This is an optimization exercise on Yosys and OpenROAD, whose aim is small area, not a production implementation. Only simulation tests tie the RTL to the original design; equivalence was not proved. Power figures rest on the tool's default switching activity, not on a simulated workload.

==> flow/design.v (excerpt) <==
module IOTDF( clk, rst, in_en, iot_in, fn_sel, busy, valid, iot_out);
input          clk;
input          rst;
input          in_en;
input  [7:0]   iot_in;
input  [2:0]   fn_sel;
output         busy;
output         valid;
output [127:0] iot_out;
integer m;
reg [2:0] state;
reg [3:0] cnt;
reg       f1;
reg       valid_r;
assign busy  = 1'b0;
assign valid = valid_r;
wire des   = ~state[2] & ~(state[1] & state[0]);
wire enc   = state[0];
wire crcm  = state[1] & state[0];
wire sortm = state[2];
wire first = (cnt == 4'd0);
wire [3:0] cnt_n = cnt + 4'd1;
always @(posedge clk or posedge rst) begin
    if (rst) begin
        state   <= 3'd0;
        cnt     <= 4'd0;
        f1      <= 1'b0;
        valid_r <= 1'b0;
    end else begin
        if (state == 3'd0) state <= fn_sel;
        if (state != 3'd0) cnt <= cnt_n;
        if (cnt == 4'd15) f1 <= 1'b1;
        valid_r <= (cnt == 4'd15) & f1;
    end
end
reg [127:0] S;
wire [7:0] bin = (sortm & ~cnt[3]) ?
    {iot_in[6], iot_in[7], iot_in[4], iot_in[5], iot_in[2], iot_in[3], iot_in[0], iot_in[1]} : iot_in;
always @(posedge clk) S <= {bin, S[127:8]};
reg [31:0] nL, nR;
reg [27:0] nC, nD;
reg [7:0]  nPAR;
wire [31:0] L = ~nL, R = ~nR;
wire [27:0] C = ~nC, D = ~nD;
wire [7:0] PAR = ~nPAR;
wire [63:0] s_ip;
wire [55:0] s_pc1;
wire [7:0]  s_par;
IP   u_IPs (.i(S[63:0]),   .o(s_ip));
PC1  u_PC1s(.i(S[127:64]), .o(s_pc1));
PARX u_PARs(.i(S[127:64]), .o(s_par));
reg s1;
always @(posedge clk)
    s1 <= enc ? (cnt_n == 4'd1 || cnt_n == 4'd2 || cnt_n == 4'd9  || cnt_n == 4'd0)
              : (cnt_n == 4'd1 || cnt_n == 4'd8 || cnt_n == 4'd15 || cnt_n == 4'd0);
wire ky1 = enc & s1;
wire ky2 = enc & ~s1;
wire ky0 = ~enc;
wire [27:0] kC = ({28{ky1}} & {C[26:0], C[27]}) | ({28{ky2}} & {C[25:0], C[27:26]}) | ({28{ky0}} & C);
wire [27:0] kD = ({28{ky1}} & {D[26:0], D[27]}) | ({28{ky2}} & {D[25:0], D[27:26]}) | ({28{ky0}} & D);
wire [47:0] K;
PC2 u_PC2 (.i({kC, kD}), .o(K));
wire [31:0] f_out;
F u_F (.R(R), .K(K), .o(f_out));
wire [63:0] v_lo_raw;
wire [63:0] v_hi;
FP     u_FPv (.i({L, R}), .o(v_lo_raw));
PC1INV u_PIv (.i({C, D, PAR}), .o(v_hi));
wire [127:0] V;
genvar g;
generate for (g = 0; g < 32; g = g + 1) begin : g_vlo
    assign V[2*g]   = v_lo_raw[2*g+1];
    assign V[2*g+1] = v_lo_raw[2*g];
end endgenerate
assign V[127:64] = v_hi;
function gt8(input [7:0] a, input [7:0] b);
    integer j;
    reg r;
  ...
export LEC_CHECK = 0
export ABC_AREA = 1
export CAP_MARGIN = 20
export CORE_MARGIN = 2
export CORE_UTILIZATION = 60
export SLEW_MARGIN = 20
create_clock -name core_clock -period 8.0 [get_ports {clk}]
standard.sh (not shown) runs the stock make flow with config.mk's settings and CLKGATE_MAP_FILE= SYNTH_SCRIPT=/design/flow/synth_recipe.tcl, a recipe that flattens the netlist after the stock synthesis.
==> flow/flow/run.sh <==
#!/bin/bash
# Own flow: the standard ORFS layout (standard.sh) with these changes:
# - synthesis: ABC maps the logic with an area-only script
#   (flow/abc_area_own.script) and Yosys's adder extraction is off, so ABC sees
#   all of the logic. Flip-flops are mapped before ABC, exactly as in the
#   standard synthesis.
# - every port still gets its own buffer, but a sky130_fd_sc_hd__buf_1.
# - clock tree: clkbuf_4 buffers, sink clusters of up to 10 within 40 um,
#   no dummy loads.
set -euo pipefail
W=$PWD
{ cat "$W/flow/abc_proc.tcl"; cat "$W/synth_recipe.tcl"; } > "$W/own_synth.tcl"
export OWN_ABC_SCRIPT="$W/flow/abc_area_own.script"
bash "$W/standard.sh" SYNTH_SCRIPT="$W/own_synth.tcl" ADDER_MAP_FILE= \
  BUFFER_PORTS_ARGS="-buffer_cell sky130_fd_sc_hd__buf_1" \
  CTS_ARGS="-sink_clustering_enable -repair_clock_nets -dont_use_dummy_load -buf_list {sky130_fd_sc_hd__clkbuf_4} -sink_clustering_size 10 -sink_clustering_max_diameter 40" \
  finish > "$W/flow_make.log" 2>&1
==> flow/flow/abc_area_own.script <==
strash
&get -n
&deepsyn -T 60
&put
dch
amap -m -F 3 -A 8
topo
stime -c
==> flow/flow/abc_proc.tcl <==
# Use this flow's own ABC script for the combinational mapping; flip-flops are
# mapped before ABC runs and are left exactly as the standard synthesis makes them.
proc abc {args} {
  set i [lsearch -exact $args -script]
  if {$i >= 0} { lset args [expr {$i + 1}] $::env(OWN_ABC_SCRIPT) }
  yosys abc {*}$args
}
The baseline finished clean.
Rerun with:
--- a/flow/flow/run.sh
+++ b/flow/flow/run.sh
@@ -7,4 +7,3 @@
 # - every port still gets its own buffer, but a sky130_fd_sc_hd__buf_1.
-# - clock tree: clkbuf_4 buffers, sink clusters of up to 10 within 40 um,
-#   no dummy loads.
+# - clock tree: clkbuf_4/clkbuf_8 buffers and no dummy loads.
 set -euo pipefail
@@ -15,3 +14,3 @@
   BUFFER_PORTS_ARGS="-buffer_cell sky130_fd_sc_hd__buf_1" \
-  CTS_ARGS="-sink_clustering_enable -repair_clock_nets -dont_use_dummy_load -buf_list {sky130_fd_sc_hd__clkbuf_4} -sink_clustering_size 10 -sink_clustering_max_diameter 40" \
+  CTS_ARGS="-sink_clustering_enable -repair_clock_nets -dont_use_dummy_load -buf_list {sky130_fd_sc_hd__clkbuf_8} -sink_clustering_size 12 -sink_clustering_max_diameter 50" \
   finish > "$W/flow_make.log" 2>&1
- CORE_UTILIZATION: 60 -> 50
The new run completed without violations.
Power is higher by 3.2%.
Critical path depth does not change.
Sequential cell count does not change.
Clock skew decreases by 0.10 ns.
Utilization shrinks by 12 points.
Area after synthesis stays the same.
Final area came out higher by about 0.9%.
Die area came out higher by about 20%.
Final cell count went up by 1.9%.
Sequential power barely changes.
Global-route usage is lower by 6.8 points.
Rerun with:
--- a/flow/flow/run.sh
+++ b/flow/flow/run.sh
@@ -7,3 +7,4 @@
 # - every port still gets its own buffer, but a sky130_fd_sc_hd__buf_1.
-# - clock tree: clkbuf_4/clkbuf_8 buffers and no dummy loads.
+# - clock tree: clkbuf_4 buffers, sink clusters of up to 10 within 40 um,
+#   no dummy loads.
 set -euo pipefail
@@ -14,3 +15,3 @@
   BUFFER_PORTS_ARGS="-buffer_cell sky130_fd_sc_hd__buf_1" \
-  CTS_ARGS="-sink_clustering_enable -repair_clock_nets -dont_use_dummy_load -buf_list {sky130_fd_sc_hd__clkbuf_8} -sink_clustering_size 12 -sink_clustering_max_diameter 50" \
+  CTS_ARGS="-sink_clustering_enable -repair_clock_nets -dont_use_dummy_load -buf_list {sky130_fd_sc_hd__clkbuf_4} -sink_clustering_size 10 -sink_clustering_max_diameter 40" \
   finish > "$W/flow_make.log" 2>&1
- CAP_MARGIN: 20 -> 10
- GPL_TIMING_DRIVEN: unset -> 0
- SLEW_MARGIN: 20 -> 10
- via count increases by 0.62%
- final area decreases by 0.58%
- die area is unchanged
- maximum frequency decreases by 3.6%
- routed wire length stays flat
- flip-flop and latch count stays the same
- worst hold slack got worse by 0.011 ns
- power decreases by 3.5%
- global-route usage increases by 0.11 points
Rerun with:
--- a/flow/flow/run.sh
+++ b/flow/flow/run.sh
@@ -7,4 +7,3 @@
 # - every port still gets its own buffer, but a sky130_fd_sc_hd__buf_1.
-# - clock tree: clkbuf_4 buffers, sink clusters of up to 10 within 40 um,
-#   no dummy loads.
+# - clock tree: clkbuf_4/clkbuf_8 buffers and no dummy loads.
 set -euo pipefail
@@ -15,3 +14,3 @@
   BUFFER_PORTS_ARGS="-buffer_cell sky130_fd_sc_hd__buf_1" \
-  CTS_ARGS="-sink_clustering_enable -repair_clock_nets -dont_use_dummy_load -buf_list {sky130_fd_sc_hd__clkbuf_4} -sink_clustering_size 10 -sink_clustering_max_diameter 40" \
+  CTS_ARGS="-sink_clustering_enable -repair_clock_nets -dont_use_dummy_load -buf_list {sky130_fd_sc_hd__clkbuf_4}" \
   finish > "$W/flow_make.log" 2>&1
- CAP_MARGIN: 10 -> 20
- GPL_TIMING_DRIVEN: 0 -> unset
- SLEW_MARGIN: 10 -> 20
After rerunning: Final cell count climbs by 2.1%; core utilization climbs by 0.82 points; non-clock buffer count climbs by 18.
Rerun with:
--- a/flow/flow/run.sh
+++ b/flow/flow/run.sh
@@ -7,3 +7,4 @@
 # - every port still gets its own buffer, but a sky130_fd_sc_hd__buf_1.
-# - clock tree: clkbuf_4/clkbuf_8 buffers and no dummy loads.
+# - clock tree: clkbuf_4 buffers, sink clusters of up to 10 within 40 um,
+#   no dummy loads.
 set -euo pipefail
@@ -14,3 +15,3 @@
   BUFFER_PORTS_ARGS="-buffer_cell sky130_fd_sc_hd__buf_1" \
-  CTS_ARGS="-sink_clustering_enable -repair_clock_nets -dont_use_dummy_load -buf_list {sky130_fd_sc_hd__clkbuf_4}" \
+  CTS_ARGS="-sink_clustering_enable -repair_clock_nets -dont_use_dummy_load -buf_list {sky130_fd_sc_hd__clkbuf_2 sky130_fd_sc_hd__clkbuf_4} -sink_clustering_size 8 -sink_clustering_max_diameter 35" \
   finish > "$W/flow_make.log" 2>&1
==> flow/flow/abc_area_own.script (replaced) <==
strash
&get -n
&deepsyn -T 60
&put
dch -f
amap -m -F 4 -A 12 -C 1000
topo
stime -c
Result: Cell count drops by 1.6%. Sequential cell count is unchanged. Global-route usage goes down by 0.66 points. Hold slack got worse by 0.021 ns. Non-clock buffer count went down by 1. Wire length shrinks by 2.5%. Power decreases by 5.6%. Via count went down by 1.8%. Fmax rises by 5.0%. Die area stays flat. Register-to-register slack is better by 0.29 ns.
Rerun with:
--- a/flow/flow/run.sh
+++ b/flow/flow/run.sh
@@ -15,3 +15,3 @@
   BUFFER_PORTS_ARGS="-buffer_cell sky130_fd_sc_hd__buf_1" \
-  CTS_ARGS="-sink_clustering_enable -repair_clock_nets -dont_use_dummy_load -buf_list {sky130_fd_sc_hd__clkbuf_2 sky130_fd_sc_hd__clkbuf_4} -sink_clustering_size 8 -sink_clustering_max_diameter 35" \
+  CTS_ARGS="-sink_clustering_enable -repair_clock_nets -dont_use_dummy_load -buf_list {sky130_fd_sc_hd__clkbuf_4} -sink_clustering_size 10 -sink_clustering_max_diameter 40" \
   finish > "$W/flow_make.log" 2>&1
==> flow/flow/abc_area_own.script (replaced) <==
strash
&get -n
&deepsyn -T 60
&put
dch
amap -m -F 3 -A 8
topo
stime -c
Result: Via count rises by 0.47%; synthesized cell count rose by 0.85%; core utilization shrinks by 0.27 points; design area hardly moves; worst hold slack is better by 0.0047 ns; power came out lower by 2.1%; sequential cell count stays the same; clock power fell by 9.2%; setup slack degrades by 0.40 ns.

port drivers added, routing unchanged:
The flow's constraints put no driver on any port. The routed layouts listed below were extracted and timed again, unchanged, in two steps. Step 1 sets driving cells, clkbuf_16 on the clock port and buf_2 on the other inputs (assumed; they add their load-dependent delay and slew). Step 2 times the ports against the registers' clock, not the clock port: input delays grow and output delays shrink by t, the midpoint of the rising clock arrivals with the driver on. a / b / c = no drivers / after step 1 / after step 2; a / b = the first two.
run	t, ns	slack for setup (ns)	worst register clock-pin slew, ns	cell pins on the clock port's net
the first run	0.684	0.463 / 0.415 / 1.099	0.11 / 0.11	1
the second run	0.621	0.561 / 0.514 / 1.135	0.08 / 0.08	1
the third run	0.686	0.287 / 0.238 / 0.925	0.11 / 0.11	1
the fourth run	0.721	0.444 / 0.394 / 1.115	0.07 / 0.07	1
the fifth run	0.713	0.803 / 0.753 / 1.465	0.09 / 0.09	1
the sixth run	0.678	0.404 / 0.356 / 1.034	0.11 / 0.11	1
After both steps setup and hold are still met in every run listed.
